This design comes from an exercise in tuning for small area, a short achievable clock period and few clock cycles per item on the open sky130 flow, not from production work. Only the layout flow was run in this run; the RTL was not checked for function there.

==> design.v <==
module multiplier_1(
    input clk,
    input res_n,
    input start,
    output reg done,
    input [15:0] arg1,
    input [15:0] arg2,
    output reg [31:0] product
    );
    reg [1:0] cnt;             
    wire busy = (cnt != 0);
    wire [3:0] x = arg2[cnt*4 +: 4];
    wire [15:0] acc = busy ? product[31:16] : 16'd0;
    wire [15:0] pp0 = x[0] ? arg1 : 16'd0;
    wire [15:0] pp1 = x[1] ? arg1 : 16'd0;
    wire [15:0] pp2 = x[2] ? arg1 : 16'd0;
    wire [15:0] pp3 = x[3] ? arg1 : 16'd0;
    wire s1;
    wire c2;
    wire s3;
    wire c4;
    wire s5;
    wire c6;
    wire s7;
    wire c8;
    wire s9;
    wire c10;
    wire s11;
    wire c12;
    wire s13;
    wire c14;
    wire s15;
    wire c16;
    wire s17;
    wire c18;
    wire s19;
    wire c20;
    wire s21;
    wire c22;
    wire s23;
    wire c24;
    wire s25;
    wire c26;
    wire s27;
    wire c28;
    wire s29;
    wire c30;
    wire s31;
    wire c32;
    wire s33;
    wire c34;
    wire s35;
    wire c36;
    wire s37;
    wire c38;
    wire s39;
    wire c40;
    wire s41;
    wire c42;
    wire s43;
    wire c44;
    wire s45;
    wire c46;
    wire s47;
    wire c48;
    wire s49;
    wire c50;
    wire s51;
    wire c52;
    wire s53;
    wire c54;
    wire s55;
    wire c56;
    wire s57;
    wire c58;
    wire s59;
    wire c60;
    wire s61;
    wire c62;
    wire s63;
    wire c64;
    wire s65;
    wire c66;
    wire s67;
    wire c68;
    wire s69;
    wire c70;
    wire s71;
    wire c72;
    wire s73;
    wire c74;
    wire s75;
    wire c76;
    wire s77;
    wire c78;
    wire s79;
    wire c80;
    wire s81;
    wire c82;
    wire s83;
    wire c84;
    wire s85;
    wire c86;
    wire s87;
    wire c88;
    wire s89;
    wire c90;
    assign {c2, s1} = acc[3] + pp0[3];
    assign {c4, s3} = acc[4] + pp0[4] + pp1[3];
    assign {c6, s5} = acc[5] + pp0[5] + pp1[4];
    assign {c8, s7} = acc[6] + pp0[6] + pp1[5];
    assign {c10, s9} = acc[7] + pp0[7] + pp1[6];
    assign {c12, s11} = acc[8] + pp0[8] + pp1[7];
    assign {c14, s13} = acc[9] + pp0[9] + pp1[8];
    assign {c16, s15} = acc[10] + pp0[10] + pp1[9];
    assign {c18, s17} = acc[11] + pp0[11] + pp1[10];
    assign {c20, s19} = acc[12] + pp0[12] + pp1[11];
    assign {c22, s21} = acc[13] + pp0[13] + pp1[12];
    assign {c24, s23} = acc[14] + pp0[14] + pp1[13];
    assign {c26, s25} = acc[15] + pp0[15] + pp1[14];
    assign {c28, s27} = acc[2] + pp0[2];
    assign {c30, s29} = s1 + pp1[2] + pp2[1];
    assign {c32, s31} = s3 + pp2[2] + pp3[1];
    assign {c34, s33} = s5 + pp2[3] + pp3[2];
    assign {c36, s35} = s7 + pp2[4] + pp3[3];
    assign {c38, s37} = s9 + pp2[5] + pp3[4];
    assign {c40, s39} = s11 + pp2[6] + pp3[5];
    assign {c42, s41} = s13 + pp2[7] + pp3[6];
    assign {c44, s43} = s15 + pp2[8] + pp3[7];
    assign {c46, s45} = s17 + pp2[9] + pp3[8];
    assign {c48, s47} = s19 + pp2[10] + pp3[9];
    assign {c50, s49} = s21 + pp2[11] + pp3[10];
    assign {c52, s51} = s23 + pp2[12] + pp3[11];
    assign {c54, s53} = s25 + pp2[13] + pp3[12];
    assign {c56, s55} = pp1[15] + pp2[14] + pp3[13];
    assign {c58, s57} = acc[1] + pp0[1];
    assign {c60, s59} = s27 + pp1[1] + pp2[0];
    assign {c62, s61} = s29 + pp3[0] + c28;
    assign {c64, s63} = s31 + c2 + c30;
    assign {c66, s65} = s33 + c4 + c32;
    assign {c68, s67} = s35 + c6 + c34;
    assign {c70, s69} = s37 + c8 + c36;
    assign {c72, s71} = s39 + c10 + c38;
    assign {c74, s73} = s41 + c12 + c40;
    assign {c76, s75} = s43 + c14 + c42;
    assign {c78, s77} = s45 + c16 + c44;
    assign {c80, s79} = s47 + c18 + c46;
    assign {c82, s81} = s49 + c20 + c48;
    assign {c84, s83} = s51 + c22 + c50;
    assign {c86, s85} = s53 + c24 + c52;
    assign {c88, s87} = s55 + c26 + c54;
    assign {c90, s89} = pp2[15] + pp3[14] + c56;
    wire [19:0] ra = {1'b0, pp3[15], s89, s87, s85, s83, s81, s79, s77, s75, s73, s71, s69, s67, s65, s63, s61, s59, s57, acc[0]};
    wire [19:0] rb = {1'b0, c90, c88, c86, c84, c82, c80, c78, c76, c74, c72, c70, c68, c66, c64, c62, c60, c58, pp1[0], pp0[0]};
    wire [19:0] t = ra + rb;
    always @(posedge clk) begin
        if (!res_n) begin
            done <= 1'b0;
            cnt <= 0;
        end else if (!done && (busy || start)) begin
            cnt <= (cnt == 3) ? 0 : cnt + 1'b1;
            if (cnt == 3) done <= 1'b1;
        end
        if (!done)
            product <= {t, product[15:4]};
    end
endmodule
==> run.sh <==
#!/bin/bash
# synth_recipe.tcl (not shown) runs the flow's synth.tcl, then flattens the netlist and writes it again
# the make line also repeats each setting of config.mk as NAME=value (left out here)
make -C /OpenROAD-flow-scripts/flow DESIGN_CONFIG=/design/flow/config.mk WORK_HOME=/design/flow/orfs CLKGATE_MAP_FILE= SYNTH_SCRIPT=/design/flow/synth_recipe.tcl finish
==> config.mk <==
export PLATFORM = sky130hd
export DESIGN_NAME = multiplier_1
export DESIGN_NICKNAME = multiplier_1
export VERILOG_FILES = /design/flow/design.v
export SDC_FILE = /design/flow/constraint.sdc
export NUM_CORES = 4
export LEC_CHECK = 0
export CAP_MARGIN = 20
export CORE_MARGIN = 2
export CORE_UTILIZATION = 40
export PLACE_DENSITY = 0.6
export SLEW_MARGIN = 20
==> constraint.sdc <==
create_clock -name core_clock -period 5.0 [get_ports {clk}]
set_input_delay 1.0000 -clock core_clock [delete_from_list [all_inputs] [get_ports {clk}]]
set_output_delay 1.0000 -clock core_clock [all_outputs]
set_load 0.01 [all_outputs]
==> run summary <==
routing by layer:
metal / share of wire, % / vias up
li1: - / 1387
met1: 43 / 1481
met2: 52 / 64
met3: 3.7 / 6
met4: 1.0 / 0
met5: 0 / -
critical path, cell delays in order:
cell and delay, ns:
dlygate4sd2_1 0.23, mux4_2 0.58, and2_4 0.21, ha_1 0.29, fa_1 0.56, fa_1 0.44, ha_1 0.34, buf_4 0.16
nand2_2 0.05, a21oi_2 0.05, o41a_1 0.44, a31oi_4 0.21, o31a_1 0.23, a31oi_1 0.10
layout make-up:
cell class / instances / area share, %
Tap cell: 108 / 2.66
Multi-Input combinational cell: 253 / 49.1
Timing Repair Buffer: 123 / 22.3
Sequential cell: 35 / 20.1
Inverter: 56 / 4.14
Clock inverter: 2 / 0.271
Clock buffer: 6 / 1.43
worst max path at each step:
stage,start,endpoint
6_report,arg2[12],product[31]
5_1_grt,arg2[12],product[30]
4_1_cts,arg2[12],product[28]
3_5_place_dp,arg2[12],product[31]
3_3_place_gp,arg2[13],product[31]
2_1_floorplan,arg2[4],product[30]
logic make-up (layout without fill, tap and decap cells):
logic type | after synthesis | after routing | synth area share [%]
flops | 35 | 35 | 28.4
buf+inv | 65 | 187 | 6.83
xor+xnor | 16 | 16 | 3.90
mux | 4 | 4 | 2.51
simple gates | 115 | 115 | 16.3
compound gates | 51 | 51 | 9.66
fa+ha+maj | 67 | 67 | 32.3
state kept, by name, summed over array words and instances, names as in the netlist:
register and count:
cnt 2, done 1, product 32
per-stage QoR:
step	setup slack [ns]	std cells
floorplan	0.0346	353
global placement	-0.531	570
detailed placement	-0.594	570
CTS	0.131	583
global route	0.0131	583
finish	0.134	583
cell usage in the layout, fill, tap and decap left out, types with 6 or more instances in the layout:
cell type        count
nor2_1               6
buf_4               49
edfxtp_1            32
fa_1                42
a21oi_1             17
dlygate4sd2_1        8
ha_4                 8
a21o_1               9
clkdlybuf4s50_1     59
ha_1                16
nand2_1             42
nand2b_1            16
inv_1               54
xnor2_1             11
nor2b_1              7
and2_1              26
repair_timing:
action / CTS / global route
pin swaps: 28 / 2
setup buffers: 5 / 0
resized for setup: 40 / 1
cloned: 0 / 0
endpoints found under the setup margin: 11 / 3
==> reports/metrics.csv <==
metric,value,unit
Remaining DRCs,0,
"Core Util, Final",58.2,%
Slew headroom,59.8,%
GRT met2 Usage,34.5,%
RSZ-0062 raised after global routing,false,
port bufs,67,
period utilisation layout,97.3,%
Row Count,34,
R2R depth,17,
CTS root buf,clkbuf_8,
Seq. cell area,1020,um2
WHS Path Cells,0,
Tightest Hold Check Type,reg -> reg,
layer with the highest usage,met2,
WHS,0.457,ns
Die Ht,98.7,um
ys async rst share,0,%
Clock Sinks,35,
beginning of the worst hold path,product[6],
clock skew,0.0145,ns
First-pass DRT Iterations,4,
largest cells by area after synthesis,"edfxtp_1, fa_1, ha_1, inv_1, nand2_1",
Routed Antenna Nets,0,
filler cell count,749,
CP Capture Type,flip-flop,
CP required,5.03,ns
1st-iter DRT viols,107,
clock latency on the worst-skew pair,0.29,ns
top cell types by occurrence after synthesis,"inv_1, nand2_1, fa_1",
min Tclk post-route,4.87,ns
r2r endpoint,product[27],
outcome,timing/DRC/antenna clean,
Synth Instances,353,
"area leader, netlist",edfxtp_1,
Post-Syn Area,3590,um2
setup TNS,0,ns
"Slew Viols, Final",0,
chip width,98.7,um
most common cell in the netlist,inv_1,
Placement Cell Area,4770,um2
worst path arrival time,4.90,ns
"Primary FF master, synth",edfxtp_1,
global route overflow,0,
startpoint type of the worst setup path,input port,
Num CTS Buffers,5,
gpl congestion,0.777,
multi-input logic area,2490,um2
vias in the first global route,3109,
Final setup viols,0,
met3 usage,2.27,%
YS warnings,1,
H-tree depth,2,
"Seq/Total Area, Yosys",28.4,%
crit-path max FO,6,
share of layout cells above drive strength 1,20.4,%
Fin. Hold Viols,0,
TritonCTS clock tree,done,
Synth top area share,26.8,%
M1 GR Usage,26.2,%
fmax,0.206,GHz
Setup CP Type,in -> reg,
Worst Hold End,product[2],
IO Count,68,
core area,8720,um2
reg2reg start,cnt[0],
die area,9750,um2
wire per inst,15.6,um
vias after detailed routing,2938,
initial core utilization,41.2,%
first-pass GRT wire length,15.2,mm
final instance area,5080,um2
Max Cap Viol,0,
number of flops mapped to enable cells by yosys,32,
WL final,9.07,mm
register-to-register setup slack,0.39,ns
largest net degree at the start of global routing,34,
clock buffer depth,2,
Area growth syn-to-layout,41.4,%
dpl hpwl,7.08,mm
Overall Global Routing Usage,19.6,%
Final #Nets,576,
clk slew on worst S/H paths,0.08,ns
Post-CTS Hold Buffers,0,
Slew @ Worst Pin,0.604,ns
synthesized net count,455,
Unique masters post-synth,36,
Syn Area/Cell,10.2,um2
vias per cell,5.04,
Antenna diodes,0,
initial antenna violation count,0,
Synth Register Bits,35,

==> afterwards: timing with drivers on the ports <==
How much do the figures lean on ideal ports? The routed layout below was timed once more, with nothing changed but the port constraints. Step 1 (the two cells are an assumption about what drives the block):
set clk [get_ports {clk}]
set_driving_cell -lib_cell sky130_fd_sc_hd__clkbuf_16 $clk
set_driving_cell -lib_cell sky130_fd_sc_hd__buf_2 [delete_from_list [all_inputs] $clk]
Step 2 also shifts input and output timing later by t, the mid clock arrival at the registers, as if the neighbouring blocks saw the same clock. Slacks: ideal / step 1 / step 2; pairs: ideal / step 1.
t, ns: 0.314
setup slack, ns: 0.134 / 0.142 / -0.171
cell pins on the clock port's net: 1
Met with ideal ports but missed after step 2: setup timing in this run. The setup slack of this run moves by +0.008 ns with the drivers and by -0.305 ns with both steps.
